From an optimization exercise on the open Yosys and OpenROAD flow, aimed at small area; shortcuts taken in it are not production practice. In this exercise RTL edits were held to simulation tests only and were not proved equivalent to the original.

$ cat flow/config.mk
export PLATFORM = sky130hd
export DESIGN_NAME = Txt_Renderer
export DESIGN_NICKNAME = Txt_Renderer
export VERILOG_FILES = /design/flow/design.v
export SDC_FILE = /design/flow/constraint.sdc
export NUM_CORES = 4
export LEC_CHECK = 0
export CAP_MARGIN = 20
export CORE_MARGIN = 2
export CORE_UTILIZATION = 40
export SLEW_MARGIN = 20
export SYNTH_MEMORY_MAX_BITS = 65536
$ cat flow/constraint.sdc
create_clock -name core_clock -period 30.0 [get_ports {CLOCK_50}]
set_input_delay 6.0000 -clock core_clock [delete_from_list [all_inputs] [get_ports {CLOCK_50}]]
set_output_delay 6.0000 -clock core_clock [all_outputs]
set_load 0.01 [all_outputs]
$ cat flow/design.v
module UDL_CNT #(
    parameter N_BIT=4
) (
    input clk, rst, en, d_nu, pl,
    input [N_BIT-1:0] pin,
    output reg [N_BIT-1:0] cnt
);
    always @(posedge clk or posedge rst) begin
        if (rst) cnt <= 0;
        else begin
            if (en) begin
               if (pl) cnt <= pin;
               else if (d_nu) cnt <= cnt-1;
               else cnt <= cnt+1;
            end
        end
    end
endmodule
module CNT #(
    parameter N_BIT=4
) (
    input clk, rst, en, d_nu,
    output reg [N_BIT-1:0] cnt
);
    always @(posedge clk or posedge rst) begin
        if (rst) cnt <= 0;
        else begin
            if (en) begin
                if (d_nu) cnt <= cnt-1;
                else cnt <= cnt+1;
            end
        end
    end
endmodule
module D_FF_Reg #(parameter N_BIT=1)(
	input clk,rst,en,
    input [N_BIT-1:0] d,
	output reg [N_BIT-1:0] q);
	always @(posedge clk or posedge rst) begin
		if (rst) q <= 0;
		else if (en) q <= d;
	end
endmodule
module T_FF (
    input clk, rst, t,
    output reg q
);
    always @(posedge clk or posedge rst) begin
        if (rst) q<=0;
        else if (t) q<=~q;
    end
endmodule
module Edge_Trigger (
    input clk, rst, in,
    output wire out
);
    reg [1:0] state;
    always @(posedge clk or posedge rst) begin
        if (rst) state <= 0;
        else
            begin
                if (state==0) state <= in ? 1 : 0;
                else if (state==1) state <= in ? 2 : 0;
                else state <= in ? 2 : 0;
            end
    end
    assign out= (state==1) ? 1 : 0;
endmodule
module Sync_Gen #(parameter SYNC = 192, parameter BACK_P = 96,
                parameter DISP = 1280, parameter FRONT_P = 32,
                parameter DISP_OUT = 1) (
    input clk, rst, en,
    output eol,sync,
    output reg d,
    output [$clog2(SYNC+BACK_P+DISP+FRONT_P)-1:0] coord
);
    parameter N_CNT=SYNC+BACK_P+DISP+FRONT_P;
    parameter N_BIT=$clog2(N_CNT);
    wire [N_BIT-1:0] cnt_out, cnt_pin;
    wire p_e;
    assign cnt_pin=0;
    UDL_CNT #(.N_BIT(N_BIT)) Core_CNT (.clk(clk),.rst(rst),.en(en),
                                        .d_nu(1'b0),.pl(p_e),.pin(cnt_pin),
                                        .cnt(cnt_out));
    assign p_e=cnt_out==N_CNT-1;
    assign eol=p_e&en;
    assign sync=cnt_out>SYNC-1;
    always @(cnt_out) begin
        if (DISP_OUT) begin
            if ((cnt_out>(SYNC+BACK_P-1))&(cnt_out<(N_CNT-FRONT_P))) d=1;
            else d=0;
        end else d=1;
    end
    assign coord=d ? cnt_out-SYNC-BACK_P : 0;
endmodule
module VGA_Sync #(
    parameter SYNC_H = 192,
    parameter BP_H = 96,
    parameter DISP_H = 1280,
    parameter FP_H = 32,
    parameter SYNC_V = 2,
    parameter BP_V = 33,
    parameter DISP_V = 480,
    parameter FP_V = 10
)  (
		input clk,rst,en,
		output vga_blank_n,vga_sync_n,vga_hsync,vga_vsync,eof,
        output [$clog2(DISP_H/2)-1:0] x_coord,
        output [$clog2(DISP_V)-1:0] y_coord
);
    parameter N_BIT_H = $clog2(SYNC_H+BP_H+DISP_H+FP_H);
    parameter N_BIT_V = $clog2(SYNC_V+BP_V+DISP_V+FP_V);
    parameter N_BIT_RH = $clog2(DISP_H/2);
    parameter N_BIT_RV = $clog2(DISP_V);
    wire eol, d_h, d_v;
    wire [N_BIT_H-1:0] x_coord_raw;
    wire [N_BIT_V-1:0] y_coord_raw;
	Sync_Gen #(.SYNC(SYNC_H),.BACK_P(BP_H),.DISP(DISP_H),.FRONT_P(FP_H))
                HSYNC (.clk(clk),.rst(rst),.en(en),.eol(eol),
                .sync(vga_hsync),.d(d_h),.coord(x_coord_raw));
	Sync_Gen #(.SYNC(SYNC_V),.BACK_P(BP_V),.DISP(DISP_V),.FRONT_P(FP_V))
                VSYNC (.clk(clk),.rst(rst),.en(eol),.eol(eof),
                .sync(vga_vsync),.d(d_v),.coord(y_coord_raw));
    assign x_coord=x_coord_raw[N_BIT_RH:1];
    assign y_coord=y_coord_raw[N_BIT_RV-1:0];
    assign vga_blank_n=d_h&d_v;
    assign vga_sync_n=1'b0;
endmodule
module CI_Gen #(
    parameter FONT_W=10, parameter FONT_H=12,
    parameter SCREEN_W=640, parameter SCREEN_H=480
) (
    input [$clog2(SCREEN_W)-1:0] px,
    input [$clog2(SCREEN_H)-1:0] py,
    output [$clog2((SCREEN_W/FONT_W) * (SCREEN_H/FONT_H))-1:0] ci,
    output off_limits
);
parameter NCW       =   SCREEN_W/FONT_W;
parameter NCH       =   SCREEN_H/FONT_H;
parameter X_LIM     =   NCW * FONT_W;
parameter Y_LIM     =   NCH * FONT_H;
reg [$clog2(NCW)-1:0] cx;
reg [$clog2(NCH)-1:0] cy;
reg ol_x, ol_y;
assign off_limits = ol_x | ol_y;
always @(*) begin       : X_handler
    if (px<X_LIM) begin
        cx=px/FONT_W;
        ol_x=1'b0;
    end else begin
        cx=0;
        ol_x=1'b1;
    end
end
always @(*) begin       : Y_handler
    if (py<Y_LIM) begin
        cy=py/FONT_H;
        ol_y=1'b0;
    end else begin
        cy=0;
        ol_y=1'b1;
    end
end
assign ci = off_limits ? 0 : NCW*cy+cx;
endmodule
module FI_Gen #(
    parameter FONT_W=8, parameter FONT_H=10,
    parameter SCREEN_W=640, parameter SCREEN_H=480
) (
    input [$clog2(SCREEN_W)-1:0] px,
    input [$clog2(SCREEN_H)-1:0] py,
    output [$clog2(FONT_W*FONT_H)-1:0] fi
);
    wire [$clog2(FONT_W)-1:0] fx;
    wire [$clog2(FONT_H)-1:0] fy;
    assign fx = px%FONT_W;
    assign fy = py%FONT_H;
    assign fi = FONT_W*fy+fx;
endmodule
module Font_BMP #(
    parameter FONT_W=10,
    parameter FONT_H=12
) (
    input en,
    input off_limits,
    input [6:0] cc,
    input [$clog2(FONT_W*FONT_H)-1:0] fi,
    input [FONT_W*FONT_H-1:0]font_mem_dout,
	 output reg [$clog2(95)-1:0]font_mem_addr,
    output reg pxi
);
reg [6:0] cpc;
reg cc_np;
always @(*) begin
    if (cc >= 32 & cc < 127) begin
        cpc=cc-7'd32;
        cc_np=1'b0;
    end else begin
        cpc=7'd0;
        cc_np=1'b1;
    end
end
always @(*) begin
	font_mem_addr = 0;
    if (off_limits | fi>=FONT_W*FONT_H | cc_np) pxi=1'b0;
    else begin
        if (en) begin
			font_mem_addr=cpc;
			pxi=font_mem_dout[fi];
        end else pxi=1'b0;
    end
end
endmodule
module Theme_Handler (
    input pxi,
    input [2:0] theme,
    output reg [7:0] R,G,B
);
    localparam WoK  = 3'd0;  
    localparam KoW  = 3'd1;  
    localparam KoG  = 3'd2;  
    localparam KoGY = 3'd3;  
    localparam GoK  = 3'd4;  
    localparam WoB  = 3'd5;  
    localparam GYoK = 3'd6;  
    localparam PoK  = 3'd7;  
    always @(*) begin
        case (theme)
            WoK: begin
                if (pxi) begin
                    R=8'd255;
                    G=8'd255;
                    B=8'd255;
                end else begin
                    R=8'd0;
                    G=8'd0;
                    B=8'd0;
                end
            end
            KoW: begin
                if (pxi) begin
                    R=8'd0;
                    G=8'd0;
                    B=8'd0;
                end else begin
                    R=8'd255;
                    G=8'd255;
                    B=8'd255;
                end
            end
            KoG: begin
                if (pxi) begin
                    R=8'd0;
                    G=8'd0;
                    B=8'd0;
                end else begin
                    R=8'd42;
                    G=8'd87;
                    B=8'd42;
                end
            end
            KoGY: begin
                if (pxi) begin
                    R=8'd0;
                    G=8'd0;
                    B=8'd0;
                end else begin
                    R=8'd170;
                    G=8'd170;
                    B=8'd170;
                end
            end
            GoK: begin
                if (pxi) begin
                    R=8'd0;
                    G=8'd170;
                    B=8'd0;
                end else begin
                    R=8'd0;
                    G=8'd0;
                    B=8'd0;
                end
            end
            WoB: begin
                if (pxi) begin
                    R=8'd255;
                    G=8'd255;
                    B=8'd255;
                end else begin
                    R=8'd0;
                    G=8'd0;
                    B=8'd60;
                end
            end
            GYoK: begin
                if (pxi) begin
                    R=8'd170;
                    G=8'd170;
                    B=8'd170;
                end else begin
                    R=8'd0;
                    G=8'd0;
                    B=8'd0;
                end
            end
            PoK: begin
                if (pxi) begin
                    R=8'd244;
                    G=8'd112;
                    B=8'd246;
                end else begin
                    R=8'd0;
                    G=8'd0;
                    B=8'd0;
                end
            end
            default: begin
                R=8'd0;
                G=8'd0;
                B=8'd0;
            end
        endcase
    end
endmodule
module BCD_7Seg(
	input [3:0] A,
	output [6:0] HEX0);
	reg [6:0] HEX0_N;
	always @(A) begin
		case (A)
			4'h0: HEX0_N=7'b0111111;
			4'h1: HEX0_N=7'b0000110;
			4'h2: HEX0_N=7'b1011011;
			4'h3: HEX0_N=7'b1001111;
			4'h4: HEX0_N=7'b1100110;
			4'h5: HEX0_N=7'b1101101;
			4'h6: HEX0_N=7'b1111101;
			4'h7: HEX0_N=7'b0000111;
			4'h8: HEX0_N=7'b1111111;
			4'h9: HEX0_N=7'b1101111;
			4'ha: HEX0_N=7'b1110111;
			4'hb: HEX0_N=7'b1111100;
			4'hc: HEX0_N=7'b0111001;
			4'hd: HEX0_N=7'b1011110;
			4'he: HEX0_N=7'b1111001;
			4'hf: HEX0_N=7'b1110001;
			default: HEX0_N=7'd0;
		endcase
	end
	assign HEX0 = ~HEX0_N;
endmodule
module Mem_Controller #(
	parameter M_WIDTH=8,
	parameter M_DEPTH=8192) (
	input clk, rst, 
	input [2:0] cmd,
	input [$clog2(M_DEPTH)-1:0] addr,
	input [M_WIDTH-1:0] din1,din2, mem_out,
	output reg [M_WIDTH-1:0] dout1, dout2, mem_in,
	output reg mem_w_nr,
	output reg [$clog2(M_DEPTH)-1:0] mem_addr,
	output op_cplt_flag);
	reg [3:0] state;
	localparam  idle=4'b0000,
				r1_1=4'b0001,
				r1_2=4'b0010,
				r1_3=4'b0011,
				r2_1=4'b0100,
				r2_2=4'b0101,
				r2_3=4'b0110,
				r2_4=4'b0111,
				w1_1=4'b1000,
				w1_2=4'b1001,
				w2_1=4'b1100,
				w2_2=4'b1101,
				w2_3=4'b1110,
				op_cplt=4'b1111;
	always @(posedge clk or posedge rst) begin : next_state_control
		if (rst) state <= idle;
		else begin
			case (state)
				idle: begin
					case (cmd)
						3'b100: state <= r1_1;
						3'b101: state <= r2_1;
						3'b110: state <= w1_1;
						3'b111: state <= w2_1; 
						default: state <= idle;
					endcase
				end
				r1_1: state <= r1_2;
				r1_2: state <= r1_3;
				r1_3: state <= op_cplt;
				r2_1: state <= r2_2;
				r2_2: state <= r2_3;
				r2_3: state <= r2_4;
				r2_4: state <= op_cplt;
				w1_1: state <= w1_2;
				w1_2: state <= op_cplt;
				w2_1: state <= w2_2;
				w2_2: state <= w2_3;
				w2_3: state <= op_cplt;
				op_cplt: state <= cmd[2] ? op_cplt : idle;
				default: state <= idle; 
			endcase
		end
	end
	assign op_cplt_flag = state==op_cplt ? 1'b1 : 1'b0;
	always @(posedge clk or posedge rst) begin : mem_control
		if (rst) begin
			mem_addr <= 0;
			mem_w_nr <= 0;
			mem_in <= 0;
			dout1 <= 0;
			dout2 <= 0;	
		end else begin
			case (state)
				r1_1: begin
					mem_addr <= addr;
					mem_w_nr <= 1'b0;
				end 
				r1_3: dout1 <= mem_out;
				r2_1: begin
					mem_addr <= addr;
					mem_w_nr <= 1'b0;
				end
				r2_2: mem_addr <= addr+1;
				r2_3: dout1 <= mem_out;
				r2_4: dout2 <= mem_out;
				w1_1: begin
					mem_addr <= addr;
					mem_w_nr <= 1'b1;
					mem_in <= din1;
				end
				w1_2: mem_w_nr <= 1'b0;
				w2_1: begin
					mem_addr <= addr;
					mem_w_nr <= 1'b1;
					mem_in <= din1;
				end
				w2_2: begin
					mem_addr <= addr+1;
					mem_in <= din2;
				end
				w2_3: mem_w_nr <= 1'b0;
			endcase
		end
	end
endmodule
module Axes_Checker #(
	parameter OFFSET=7,
	parameter WIDTH=5,
	parameter W_LEN=600,
	parameter H_LEN=450,
	parameter SCREEN_W=640,
   parameter SCREEN_H=480) (
	input [$clog2(SCREEN_W)-1:0] px,
   input [$clog2(SCREEN_H)-1:0] py,
   input en,
   output pxy_line);
	localparam ARR_LEN=WIDTH*2;
	reg x_ax, y_ax;
	reg x_arr, y_arr;
	assign pxy_line=(x_ax|y_ax|x_arr|y_arr)&en;
	always @(*) begin: x_ax_check
		x_ax=1'b0;
		if (px >= OFFSET & px < OFFSET+W_LEN) begin
			if (py-OFFSET <= WIDTH/2 | OFFSET-py <= WIDTH/2) x_ax=1'b1;
		end
	end
	always @(*) begin: y_ax_check
		y_ax=1'b0;
		if (py >= OFFSET & py < OFFSET+H_LEN) begin
			if (px-OFFSET <= WIDTH/2 | OFFSET-px <= WIDTH/2) y_ax=1'b1;
		end
	end
	always @(*) begin: x_arr_check
		x_arr=1'b0;
		if (px >= OFFSET+W_LEN & px < OFFSET+W_LEN+ARR_LEN) begin
			if (py-OFFSET <= (ARR_LEN-(px-OFFSET-W_LEN))/2 |
				OFFSET-py <= (ARR_LEN-(px-OFFSET-W_LEN))/2) x_arr=1'b1;
		end
	end
	always @(*) begin: y_arr_check
		y_arr=1'b0;
		if (py >= OFFSET+H_LEN & py < OFFSET+H_LEN+ARR_LEN) begin
			if (px-OFFSET <= (ARR_LEN-(py-OFFSET-H_LEN))/2 |
				OFFSET-px <= (ARR_LEN-(py-OFFSET-H_LEN))/2) y_arr=1'b1;
		end
	end
endmodule
module Buff_Controller (
	input clk, rst, en, trg,
	input [7:0] data_in,
	output [12:0] mem_addr,
	output [100*8-1:0] out
);
	localparam START_LOC = 13'h800;
	reg [6:0] tmp_addr;
	wire [6:0] cnt_out;
	wire [7:0] core_buf [99:0];
	wire [99:0] en_line;
	genvar idx;
	generate
		for (idx = 0; idx<100; idx=idx+1) begin: gen_loop
			assign out[8*(idx+1)-1:8*idx]= core_buf[idx];
			D_FF_Reg #(.N_BIT(8)) buf_reg (.clk(clk),.rst(rst),.en(en_line[idx]),.d(data_in),.q(core_buf[idx]));
		end
	endgenerate
	wire cnt_en;
	wire refr;  
	assign cnt_en = trg | refr;
	UDL_CNT #(.N_BIT(7)) buf_line_CNT (
		.clk(clk),.rst(rst),.en(cnt_en),
		.d_nu(1'b0),.pl(cnt_out==7'd100),
		.pin(7'd0),.cnt(cnt_out));
	assign refr = cnt_out > 7'd0;
	assign en_line = refr ? 100'h1 << cnt_out-1 : 100'h0;
	assign mem_addr = en ? START_LOC+cnt_out : 13'h0;
endmodule
module PX_Lin_Interpol #(
    parameter N_COLS=20,
    parameter SCREEN_W=640,
    parameter SCREEN_H=480
) (
    input [8*N_COLS-1:0] col_hs,
    input [$clog2(SCREEN_W)-1:0] px,
    input [$clog2(SCREEN_H)-1:0] py,
    input en,
    output reg pxy_line
);
    parameter DW = SCREEN_W/N_COLS;
    parameter X_MAX = DW*(N_COLS-1);
    wire [7:0] col_hs_mx [N_COLS-1:0];
    genvar idx;
    generate
        for (idx=0;idx<N_COLS;idx=idx+1) begin: col_assign
            assign col_hs_mx[idx]=col_hs[8*(idx+1)-1:8*idx];
        end
    endgenerate
    reg [$clog2(N_COLS)-1:0] col_idx;
    reg [7:0] px_liny;
    reg oob;
    reg [$clog2(DW)+8-1:0]tmp_mul;  
    always @(*) begin: y_interpolation
        col_idx=px/DW;
        oob=0;
        tmp_mul=0;
        if (px > X_MAX) begin
            px_liny=0;
            oob=1;
        end else if (px % DW == 0) begin
            px_liny=col_hs_mx[col_idx];
        end else begin
            if (col_hs_mx[col_idx+1] >= col_hs_mx[col_idx]) begin
                tmp_mul=(col_hs_mx[col_idx+1]-col_hs_mx[col_idx])*(px%DW);
                px_liny=tmp_mul/DW+col_hs_mx[col_idx];
            end else begin
                tmp_mul=(col_hs_mx[col_idx]-col_hs_mx[col_idx+1])*(px%DW);
                px_liny=col_hs_mx[col_idx]-tmp_mul/DW;
            end
        end
    end
    always @(*) begin: px_evaluation
        if (oob | ~en) pxy_line=1'b0;
        else if (py/2==px_liny) pxy_line=1'b1;
        else pxy_line=1'b0;
    end
endmodule
module Graph_TH_Handler (
	input [5:0] px_code,
	output [7:0] graph_R, graph_G, graph_B);
	reg [10:0] tmp_R, tmp_G, tmp_B;  
	localparam HUM_R=255;
	localparam HUM_G=0;
	localparam HUM_B=0;
	localparam TEMP_R=0;
	localparam TEMP_G=255;
	localparam TEMP_B=0;
	localparam MAGX_R=0;
	localparam MAGX_G=0;
	localparam MAGX_B=255;
	localparam MAGY_R=200;
	localparam MAGY_G=0;
	localparam MAGY_B=200;
	localparam MAGZ_R=150;
	localparam MAGZ_G=175;
	localparam MAGZ_B=0;
	always @(*) begin
		tmp_R=(px_code[0] ? HUM_R : 0)+(px_code[1] ? TEMP_R : 0)+
				(px_code[2] ? MAGX_R : 0)+(px_code[3] ? MAGY_R : 0)+
				(px_code[4] ? MAGZ_R : 0);
		tmp_G=(px_code[0] ? HUM_G : 0)+(px_code[1] ? TEMP_G : 0)+
				(px_code[2] ? MAGX_G : 0)+(px_code[3] ? MAGY_G : 0)+
				(px_code[4] ? MAGZ_G : 0);
		tmp_B=(px_code[0] ? HUM_B : 0)+(px_code[1] ? TEMP_B : 0)+
				(px_code[2] ? MAGX_B : 0)+(px_code[3] ? MAGY_B : 0)+
				(px_code[4] ? MAGZ_B : 0);
	end
	assign graph_R=(tmp_R > 255 | px_code[5]) ? 255 : tmp_R;
	assign graph_G=(tmp_G > 255 | px_code[5]) ? 255 : tmp_G;
	assign graph_B=(tmp_B > 255 | px_code[5]) ? 255 : tmp_B;
endmodule
module Font_ROM (
	input clk,
	input [6:0] addr,
	output [314:0] dout
);
	reg [314:0] rom [0:94];
	reg [6:0] addr_q;
	initial $readmemh("font_rom.hex", rom);
	always @(posedge clk) addr_q <= addr;
	assign dout = (addr_q < 7'd95) ? rom[addr_q] : 315'd0;
endmodule
module Txt_Renderer(
	input              CLOCK_50,
	input              RST_N,         
	input       [3:1]  KEY,
	input       [9:0]  SW,
	output      [6:0]  HEX3,
	output      [6:0]  HEX5,
	output             LEDR0,
	input       [31:0] from_hps,
	output      [7:0]  hps_dout1,     
	output      [7:0]  hps_dout2,     
	output             hps_op_cplt,   
	output      [2:0]  hps_sens_mode, 
	output      [3:1]  hps_sens_t,    
	output             hps_graph,     
	output      [12:0] p1_addr,
	output             p1_we,
	output      [7:0]  p1_w,
	input       [7:0]  p1_r,
	output      [12:0] p2_addr,
	input       [7:0]  p2_r,
	output VGA_CLK,
	output VGA_BLANK_N,
	output VGA_HS,
	output VGA_VS,
	output [7:0]VGA_R,
	output [7:0]VGA_B,
	output [7:0]VGA_G
);
	wire rst;
	assign rst = ~RST_N;
	wire [31:0] to_HPS, from_HPS;
	assign from_HPS = from_hps;
	wire [12:0] p2_char_addr, p2_graph_addr;
	wire [314:0] font_data;
	wire [6:0] font_addr;
	Font_ROM font_rom (.clk(CLOCK_50), .addr(font_addr), .dout(font_data));
	 Mem_Controller #(.M_WIDTH(8),.M_DEPTH(8192)) mem_controller
	(
		.clk(CLOCK_50), .rst(rst),
		.cmd(from_HPS[31:29]),
		.addr(from_HPS[28:16]),
		.din1(from_HPS[7:0]),
		.din2(from_HPS[15:8]),
		.mem_out(p1_r),
		.dout1(to_HPS[7:0]),
		.dout2(to_HPS[15:8]),
		.mem_in(p1_w),
		.mem_w_nr(p1_we),
		.mem_addr(p1_addr),
		.op_cplt_flag(to_HPS[31])
	);
	wire screen_eof;
	wire [9:0] px_x, px_x_p1;
	wire [8:0] px_y;
	 VGA_Sync vga_sync (
		.clk(CLOCK_50), .rst(rst), .en(SW[9]),
		.vga_blank_n(VGA_BLANK_N), .vga_sync_n(),
		.vga_hsync(VGA_HS),.vga_vsync(VGA_VS),.eof(screen_eof),
		.x_coord(px_x), .y_coord(px_y));
	assign px_x_p1 = px_x + 1;  
	wire [9:0] ci;  
	wire px_off_lims;
	CI_Gen #(.FONT_W(15),.FONT_H(21),.SCREEN_W(640),.SCREEN_H(480)) char_index_gen (
		.px(px_x_p1), .py(px_y), .ci(ci),.off_limits(px_off_lims));
	wire [8:0] fi;  
	FI_Gen #(.FONT_W(15),.FONT_H(21),.SCREEN_W(640),.SCREEN_H(480)) font_index_gen (
		.px(px_x_p1), .py(px_y), .fi(fi));
	wire [6:0] px_char;
	assign p2_char_addr = {3'b000,ci};
	assign px_char = p2_r[6:0];
	wire pxi;
	Font_BMP #(.FONT_W(15),.FONT_H(21)) font_bitmap_mem (
		.en(SW[9]),
		.off_limits(px_off_lims), .cc(px_char), .fi(fi),
		.font_mem_dout(font_data), .font_mem_addr(font_addr),
		.pxi(pxi));
	wire th_switcher;
	wire [2:0] th;
	Edge_Trigger TH_SW (.clk(CLOCK_50),.rst(rst),.in(~KEY[3]),.out(th_switcher));
	CNT #(.N_BIT(3)) theme (.clk(CLOCK_50), .rst(rst), .en(th_switcher), .d_nu(1'b0), .cnt(th));
	wire [7:0] txt_R, txt_G, txt_B;
	Theme_Handler TH (
		.pxi(pxi),.theme(th),.R(txt_R),.G(txt_G),.B(txt_B));
	T_FF TFF (.clk(CLOCK_50),.rst(rst),.t(1'b1),.q(VGA_CLK));
	wire sens_mode_en;
	wire [2:0] sens_mode;
	Edge_Trigger sens_mode_SW (.clk(CLOCK_50), .rst(rst), .in(~KEY[2]), .out(sens_mode_en));
	CNT #(.N_BIT(3)) sens_mode_CNT (.clk(CLOCK_50), .rst(rst), .en(sens_mode_en), .d_nu(1'b0), .cnt(sens_mode));
	assign to_HPS[30:28] = sens_mode;
	BCD_7Seg sens_mode_7seg (.A({1'b0,sens_mode}),.HEX0(HEX5));
	wire sens_t_en;
	wire [3:0] sens_t, sens_t_mod;
	assign sens_t[3]=1'b0;
	Edge_Trigger sens_t_SW (.clk(CLOCK_50), .rst(rst), .in(~KEY[1]), .out(sens_t_en));
	UDL_CNT #(.N_BIT(3)) sens_t_CNT (.clk(CLOCK_50), .rst(rst), .en(sens_t_en), .d_nu(1'b0),
											.pl(sens_t[2:0]==3'b110),.pin(3'h0),.cnt(sens_t[2:0]));
	assign sens_t_mod = (sens_t+1)<<1;
	assign to_HPS[27:24] = sens_t_mod;
	BCD_7Seg sens_t_7seg (.A(sens_t_mod),.HEX0(HEX3));
	assign p2_addr = SW[0] ? (SW[1] ? 13'h800+SW[8:2] : p2_graph_addr) : p2_char_addr;
	wire hs_update_trg, trg_addr;
	assign trg_addr = p1_addr==13'h8A0;
	Edge_Trigger hs_update_ET (.clk(CLOCK_50), .rst(rst), .in(trg_addr),.out(hs_update_trg));
	reg led_set;
	assign LEDR0=led_set;
	always @(posedge CLOCK_50 or posedge rst) begin
		if (rst) led_set <= 1'b0;
		else if (hs_update_trg) led_set<=1'b1;
	end
	wire [100*8-1:0] hs_buf;
	Buff_Controller Buff_CNTL(
		.clk(CLOCK_50), .rst(rst), .en(SW[0]), .trg(hs_update_trg),
		.data_in(p2_r),
		.mem_addr(p2_graph_addr),
		.out(hs_buf)
	);
	wire [5:0] pxy_control;
	wire [3:0] r_shift;
	assign r_shift=SW[8:6];
	localparam OFFSET=7;
	genvar interpol_idx;
	generate
		for (interpol_idx=0;interpol_idx<5;interpol_idx=interpol_idx+1) begin: PX_Interpolator_Gen
			if (interpol_idx<2) begin
				PX_Lin_Interpol #(
					 .N_COLS(20),
					 .SCREEN_W(640),
					 .SCREEN_H(480)
				) PX_Interpol (
					 .col_hs(hs_buf[(20*(interpol_idx+1)*8)-1:(20*interpol_idx*8)]),
					 .px(px_x-r_shift-OFFSET),.py(480-px_y),.en(SW[0]&sens_mode[interpol_idx]),
					 .pxy_line(pxy_control[interpol_idx])
				);
			end else begin
				PX_Lin_Interpol #(
					 .N_COLS(20),
					 .SCREEN_W(640),
					 .SCREEN_H(480)
				) PX_Interpol (
					 .col_hs(hs_buf[(20*(interpol_idx+1)*8)-1:(20*interpol_idx*8)]),
					 .px(px_x-r_shift-OFFSET),.py(480-px_y),.en(SW[0]&sens_mode[2]),
					 .pxy_line(pxy_control[interpol_idx])
				);
			end
		end
	endgenerate
	Axes_Checker #(
		.OFFSET(7),.WIDTH(5),
		.W_LEN(600),.H_LEN(450),
		.SCREEN_W(640),.SCREEN_H(480)) axes_checker (
		.px(px_x-r_shift),.py(480-px_y),
		.en(SW[0]),
		.pxy_line(pxy_control[5]));
	wire [7:0] graph_R, graph_G, graph_B;
	Graph_TH_Handler G_TH_Handler (.px_code(pxy_control),
												.graph_R(graph_R), .graph_G(graph_G), .graph_B(graph_B));
	assign VGA_R = SW[0] ? graph_R : txt_R;
	assign VGA_G = SW[0] ? graph_G : txt_G;
	assign VGA_B = SW[0] ? graph_B : txt_B;
	assign to_HPS[23] = SW[0];
	assign to_HPS[22:16] = 7'd0;
	assign hps_dout1     = to_HPS[7:0];
	assign hps_dout2     = to_HPS[15:8];
	assign hps_op_cplt   = to_HPS[31];
	assign hps_sens_mode = to_HPS[30:28];
	assign hps_sens_t    = to_HPS[27:25];
	assign hps_graph     = to_HPS[23];
endmodule
$ cat flow/font_rom.hex
0000000000000000000000000000000000000000000000000000000000000000000000000000000
0000000000000000000030006000000000010002000400080010002000400000000000000000000
000000000000000000000000000000000000000000090013002200cc00980000000000000000000
00000000000000000000240048000007f00480090012007e0048009001200000000000000000000
000000000000040010001000f8031004000c000e00030002008c00f000800080000000000000000
000000000000000000006001200260049009000cc00100140049011000180000000000000000000
000000000000000000011c01cc038805900920218007001a0024004800600000000000000000000
0000000000000000000000000000000000000000000400180010006000c00000000000000000000
0000000004000800000010002000200080018001000400080010000000800000000000000000000
0000000000800200080010004000800100020004000800180010001000300000000000000000000
000000000000000000000000000110014003000f002500080010000000000000000000000000000
000000000000000000000000000040008001001fc00400080010000000000000000000000000000
0000008002000800100030006000000000000000000000000000000000000000000000000000000
000000000000000000000000000000000000001fc00000000000000000000000000000000000000
0000000000000000000030006000400000000000000000000000000000000000000000000000000
0000000000800100060008001000400080010004000800300040008002000000000000000000000
0000000000000000000038009802100430082032402c80430084018800e00000000000000000000
00000000000000000000fc006000800180020006000800180020006800e00000000000000000000
00000000000000000000fc0018002001800200080010002000c0008800e00000000000000000000
0000000000000000000078018c0200040004000700180060008001cc00e00000000000000000000
0000000000000000000040008001000ff004200880130024005000c001800000000000000000000
0000000000000000000030019802000400080019001e00040008001003e00000000000000000000
0000000000000000000030019802100c30084018c01d80020004011801c00000000000000000000
0000000000000000000010002000400080030004000800300040010003f80000000000000000000
000000000000000000007003100430082018801e002600840108011003c00000000000000000000
000000000000000000001c00c8030004000bc0188020804100c6008800e00000000000000000000
0000000000000000000030006000400000000000000c00180010000000000000000000000000000
000001000400100020006000c000000000000004001800300000000000000000000000000000000
000000000000000000000001000100018001c000800200180040010000000000000000000000000
00000000000000000000000000000007f0000000003f80000000000000000000000000000000000
00000000000000000000000010006001000c0030003000100018001000000000000000000000000
00000000000000000000100070000000000100020018002000c0008001e00000000000000000000
0000000000003e0002000400e40648089013203840408082008c00e000000000000000000000000
00000000000000000000000204060804300fc018801300240068005000c00180000000000000000
000000000000000000000000f803180420184010c01f002300840108031803e0000000000000000
0000000000000000000000007003b800100010006000400080030004011801c0000000000000000
0000000000000000000000007c03900430184020c06100430184010c031001f0000000000000000
000000000000000000000003f800100020004000803f000200040008001007e0000000000000000
0000000000000000000000000400080030002000401f80030002000c000807f0000000000000000
000000000000000000000000f003300c200860104078800100060008023003c0000000000000000
0000000000000000000000030402180410086030403f80410086030402180410000000000000000
000000000000000000000000fc004000800100020004000800100020004003e0000000000000000
00000000000000000000000078019006000800180020004000c00100030007e0000000000000000
0000000000000000000000030c0210062004600d800f801a002600c803180420000000000000000
000000000000000000000003f80010002000c000800100060004000800300020000000000000000
0000000000000000000000010402080c10096016406a805500ca018c07180430000000000000000
0000000000000000000000010c030806200a60164064804b008a011802180430000000000000000
0000000000000000000000007003b00410186020406080410182010c033001c0000000000000000
0000000000000000000000000c0010002000600f8031004301840108031803e0000000000000000
0000000000000000f0002000f003300410186020406080410182010c033001c0000000000000000
0000000000000000000000030c02100620046004801f006301840108031803e0000000000000000
000000000000000000000000f003300400180018001c000e00040008023003c0000000000000000
0000000000000000000000002000c00080010006000400080030002000c00ff0000000000000000
000000000000000000000000f003300420086030402180410086030402180410000000000000000
000000000000000000000000400080008005000a001600640088011002300c20000000000000000
00000000000000000000000188033006700ea015404a80d90132020604080818000000000000000
0000000000000000000000010c03100260048007000c00180068009803100430000000000000000
000000000000000000000000400080030002000c001400680098011004301820000000000000000
000000000000000000000003fc00180060008003000c00100060008003000fe0000000000000000
0000000000003c00040010002000600080008002000200080008002000200780000000000000000
0000000000004000400080010001000200060004000800080010003000200040000000000000000
0000000000000f001000200040008001000200040008001000200040008001e0000000000000000
0000000000000000000000000000000000000000001100220048005000c00180000000000000000
0000000000000001fe0000000000000000000000000000000000000000000000000000000000000
0000000000000000000000000000000000000000000000000000000000000080018001000000000
000000000000000000000001780318041008c01e002000620078000000000000000000000000000
0000000000000000000000000001f00630084010c061004300cc00ec00100030004000c00000000
0000000000000000000000000003e0046000400040018002008c00e000000000000000000000000
000000000000000000000000000178039004300820104021806600b801000200040008000000000
0000000000000000000000000001e00460004000407f8043008400f000000000000000000000000
000000000000000000000000000040008001000200040008001001f80040008003003c000000000
00000000000000001f00c0010403f80010002003c0088031002201f800000000000000000000000
0000000000000000000000000006100430084030c021004300cc00ec00100030004000c00000000
0000000000000000000000000000800100060004000800300020007c00000000060004000000000
0000000000000780080000000000800000000004000000000020003c00000000020000000000000
000000000000000000000000000618042004400d800d80120044010800180020004000800000000
0000000000000000000000000007800180030002000400080010002000400080010003c00000000
0000000000000000000000000006480990112032404c808901b601b400000000000000000000000
0000000000000000000000000006100430084030c021004300cc00e400000000000000000000000
0000000000000000000000000000e006600860104060804300c4007000000000000000000000000
0000000000000100030004000c01f00630084010c061004300cc00e400000000000000000000000
0000000000002000400080010002f007200860104020804300cc017000000000000000000000000
000000000000000000000000000010006000400100030006001401c800000000000000000000000
0000000000000000000000000001e0063008001c000f0002008400f000000000000000000000000
0000000000000000000000000007c000800100030002000c000801f8004000c0000000000000000
00000000000000000000000000027007200c2010c02080410086010400000000000000000000000
0000000000000000000000000000c001c0068009001100420086010400000000000000000000000
00000000000000000000000000032006e00d402a806500920126020400000000000000000000000
0000000000000000000000000002180220068007000c0034004c010800000000000000000000000
00000000000003800c0010002000c000c0068009001100420086010400000000000000000000000
000000000000000000000000000ff000c001000400180060018003f000000000000000000000000
00000000000000006000300020004000800100020003000800100020004000800e0000000000000
0000000000000400080010002000400180010002000400080010006000400080010002000000000
00000000000000000c002000400080030000000c007000200020004000800100038000000000000
0000000000000000000000000000000000000000000000000000000000000000000000000000000
$ cat flow/run.sh
#!/bin/bash
# synth_recipe.tcl (not shown) runs the flow's synth.tcl, then flattens the netlist and writes it again
# the make line also repeats each setting of config.mk as NAME=value (left out here)
make -C /OpenROAD-flow-scripts/flow DESIGN_CONFIG=/design/flow/config.mk WORK_HOME=/design/flow/orfs CLKGATE_MAP_FILE= SYNTH_SCRIPT=/design/flow/synth_recipe.tcl finish
==> results.txt <==
per-stage QoR:
stage / std cells / utilization, %
CTS: 12460 / 44.76
detailed placement: 12250 / 42.79
global placement: 12250 / 42.77
global route: 12470 / 44.80
floorplan: 9605 / -
finish: 12480 / 44.81
area by class of cell:
| class | instances | area, sq um | share of cell area (%) |
|---|---|---|---|
| multi-input cells | 7393 | 56090 | 59.08 |
| flip-flops and latches | 1030 | 25070 | 26.40 |
| clock inverters | 67 | 889.6 | 0.9370 |
| clock buffers | 151 | 3276 | 3.450 |
| diodes | 9 | 22.52 | 0.02372 |
| repair buffers | 478 | 4088 | 4.305 |
| inverters | 526 | 1976 | 2.081 |
| well taps | 2821 | 3530 | 3.718 |
metal layers:
layer / routed length [microns] / share of wire (%) / track usage, %
met5: 439 / 0.11 / 0.7027
met1: 154700 / 39 / 45.95
met4: 26700 / 6.7 / 19.48
met3: 52500 / 13 / 12.62
met2: 163900 / 41 / 51.52
worst max path at each step:
| stage | endpoint | start | slack, ns | depth (start not counted) |
|---|---|---|---|---|
| 2_1_floorplan | VGA_R[0] | SW[8] | 4.94 | 66 |
| 3_3_place_gp | VGA_R[0] | SW[7] | 1.28 | 71 |
| 3_5_place_dp | VGA_R[0] | SW[7] | 1.21 | 69 |
| 4_1_cts | VGA_R[0] | SW[7] | 1.20 | 69 |
| 5_1_grt | VGA_R[0] | SW[7] | 0.12 | 69 |
| 6_report | VGA_R[0] | SW[8] | 1.17 | 65 |
critical path, delay by kind of cell:
family                     cells  cell delay (ns)
AOI/OAI and AO/OA             22             4.92
xor gates and xnor gates       3             0.68
muxes                          1             0.27
adders and majority gates     11             4.31
and+or+nand+nor               18             4.38
buffers and inverters         10             2.20
cells by family after synthesis:
kind of cell | Yosys count | synth area share (%)
AO/OA/AOI/OAI | 2590 | 20.78
XOR/XNOR | 383 | 3.978
adder cells (fa/ha/maj) | 787 | 14.02
buffers and inverters | 1182 | 5.327
flip-flops | 1030 | 29.41
multiplexers | 826 | 11.01
other | 1 | 0.004400
AND/OR/NAND/NOR | 2805 | 15.47
cells in the final DEF (no fill, tap or decap), drive strengths merged, types with 151 or more instances in the layout:
master	n
a21oi	557
a221oi	162
a22oi	271
buf	325
clkbuf	151
clkdlybuf4s50	153
dfrtp	889
fa	281
ha	503
inv	529
mux2	695
nand2	982
nand3	217
nor2	633
nor3	206
o21ai	547
xnor2	275
==> reports/qor_table.md <==
| Group | Result | Value |
|:---|:---|:---|
| run status | Outcome | finished clean |
| clock network | Post-CTS Resized | 0 |
| yosys | Cell types with the highest counts after synthesis | sky130_fd_sc_hd__nand2_1 (982), sky130_fd_sc_hd__dfrtp_1 (889), sky130_fd_sc_hd__mux2_2 (693) |
| layout | Ratio of cells with drive above 1 in the final layout | 14.98% |
| yosys | Warning count from the yosys run | 32 |
| timing | Actual transition at the worst max-transition pin | 1.264 ns |
| yosys | Async S/R FF share, synth | 86.31% |
| timing | Setup TNS | 0 ns |
| die | Site Rows | 169 |
| min path | Hold depth | 1 |
| place | Post-place setup slack | 1.209 ns |
| timing | Finish-stage setup viols | 0 |
| layout | Post-route cell area | 94,940 sq um |
| die | Effective utilization at floorplan | 40.23% |
| min path | Worst-case hold path end point | TFF.q |
| yosys | Sequential share of the synthesized area | 29.41% |
| yosys | Post-Syn Area per Cell | 8.875 sq um |
| drt | Number of iterations in the first detailed-routing pass | 9 |
| global routing | Vias in the first global route | 80,270 |
| place | Quantity of I/O buffers inserted on ports | 162 |
| worst setup path | Flop2flop setup slack | 10.90 ns |
| global routing | Global-route wire length before repair | 570,500 microns |
| global routing | Number of antenna violations at the first check in global routing | 20 |
| die | X dimension of the die | 465.6 microns |
| yosys | Library cell with the highest instance count after synthesis | sky130_fd_sc_hd__nand2_1 |
| timing | Min cycle time layout | 28.83 ns |
| layout | Final #Nets | 10,390 |
| worst setup path | Startpoint of the lowest-slack register-to-register path | vga_sync.VSYNC.Core_CNT.cnt[0] |
| drt | Via total after detailed routing | 83,130 |
| worst setup path | Max stage delay on crit path | 0.71 ns |
| yosys | Top cells by area, synth | sky130_fd_sc_hd__dfrtp_1 (26%), sky130_fd_sc_hd__mux2_2 (9.2%), sky130_fd_sc_hd__ha_1 (7.4%) |
| clock network | Count of buffers added by post-CTS timing repair for setup | 0 |
| run | Number of maximum-capacitance violations | 0 |
| die | Core Area | 211,900 sq um |
| clock network | Clk latency of the worst-skew pair | 0.83 ns |
| yosys | Most frequently used flop master after synthesis | sky130_fd_sc_hd__dfrtp_1 |
| worst setup path | Cell at the slowest stage of the critical path | sky130_fd_sc_hd__nor2_4 |
| clock network | Clock tree from TritonCTS | built |
| worst setup path | WP data arrival | 22.83 ns |
| layout | Layout fillers | 20,480 |
| drt | DR WL/cell | 31.92 microns |
| clock network | Hold buffer count at cts | 0 |
| worst setup path | Worst Setup Path Type | input pin to output pin |
| global routing | Grt ovf | 0 |
| worst setup path | Nature of the critical path endpoint | output pin |
| place | Weighted congestion at the end of routability-driven global placement | 1.054 |
| global routing | Pin count of the biggest net entering global routing | 172 |
| yosys | Cell accounting for the most synthesized area | sky130_fd_sc_hd__dfrtp_1 |
| worst setup path | Number of cells traversed by the worst register-to-register path | 58 |
| die | Full die area | 216,800 sq um |
| place | Half-perimeter wire length after placement | 275,700 microns |
| timing | Clock Skew | 0.05408 ns |
| die | Die height | 465.6 microns |
| yosys | Gate count after technology mapping | 9,604 |
| min path | Path category of the worst min-delay check | register to register |
| drt | # DRC | 0 |
| clock network | Buffer levels on the longest clock path | 3 |
| yosys | Post-synth EDFFs | 0 |
| timing | Final hold violation count | 0 |
| drt | Routed Wire Length | 398,200 microns |
| drt | Initial drt markers | 11,580 |
| worst setup path | Data required time of the worst path | 24.00 ns |
| layout | Area growth from synthesis to final layout | 11.39% |
| yosys | Count of state elements after synthesis | 1,030 |
| clock network | Total clock buffers created by CTS | 116 |
| worst setup path | Most common cell type on the critical path | sky130_fd_sc_hd__a21oi_1 |
| yosys | Synthesized cell area | 85,240 sq um |
| yosys | Post-synthesis cell type count | 128 |
| drt | Vias per std cell | 6.664 |
| timing | Slew margin rel. | 15.44% |
| timing | Final period util | 96.11% |
| timing | Highest achievable clock rate | 0.03468 GHz |
| die | Number of ports placed on the die boundary | 165 |
| drt | Final antenna-violating net count | 0 |
| min path | HP Start | TFF.q |
| clock network | Clock slew at the register clock pins of the worst setup and hold paths | 0.06 ns |
| global routing | Tot GR Track Use | 35.56% |
| clock network | CTS Sinks | 1,030 |
| timing | Min setup slack post-route | 1.166 ns |
| timing | Hold Slack | 0.4380 ns |
| timing | Unrepaired setup endpoints after global routing | no |
| worst setup path | Setup crit start kind | input pin |
| worst setup path | Worst-path fanout max | 17 |
| yosys | Top-area cell type share of the netlist area | 26.10% |
| clock network | Maximum level of the CTS H-tree | 3 |
| clock network | Clock root buffer master | sky130_fd_sc_hd__clkbuf_16 |
| timing | Final number of max-transition violations | 0 |
| place | Placed cell area | 90,670 sq um |

port drivers added, routing unchanged:
In the flow no input, the clock included, has a driving cell. The finished layout below was timed again as built, in two steps.
Step 1 assumes that a clkbuf_16 drives the clock port and a buf_2 every other input.
Step 2, shift: input delay + t, output delay - t, t = (earliest + latest rising clock arrival at the registers) / 2. This alone moves slack from input paths to output paths.
Three values: no drivers, after step 1, after step 2; two values: the first two.
t (ns): 0.883
setup WS [ns]: 1.166 / 1.143 / 1.143
clock arrival spread, ns: 0.065 / 0.065
slew at the worst register clock pin (ns): 0.07 / 0.07
worst data-port slew with drivers (ns): 0.09
After both steps this run still meets setup and hold. For this run, drivers alone change the setup slack by -0.023 ns; drivers and shift together by -0.023 ns.
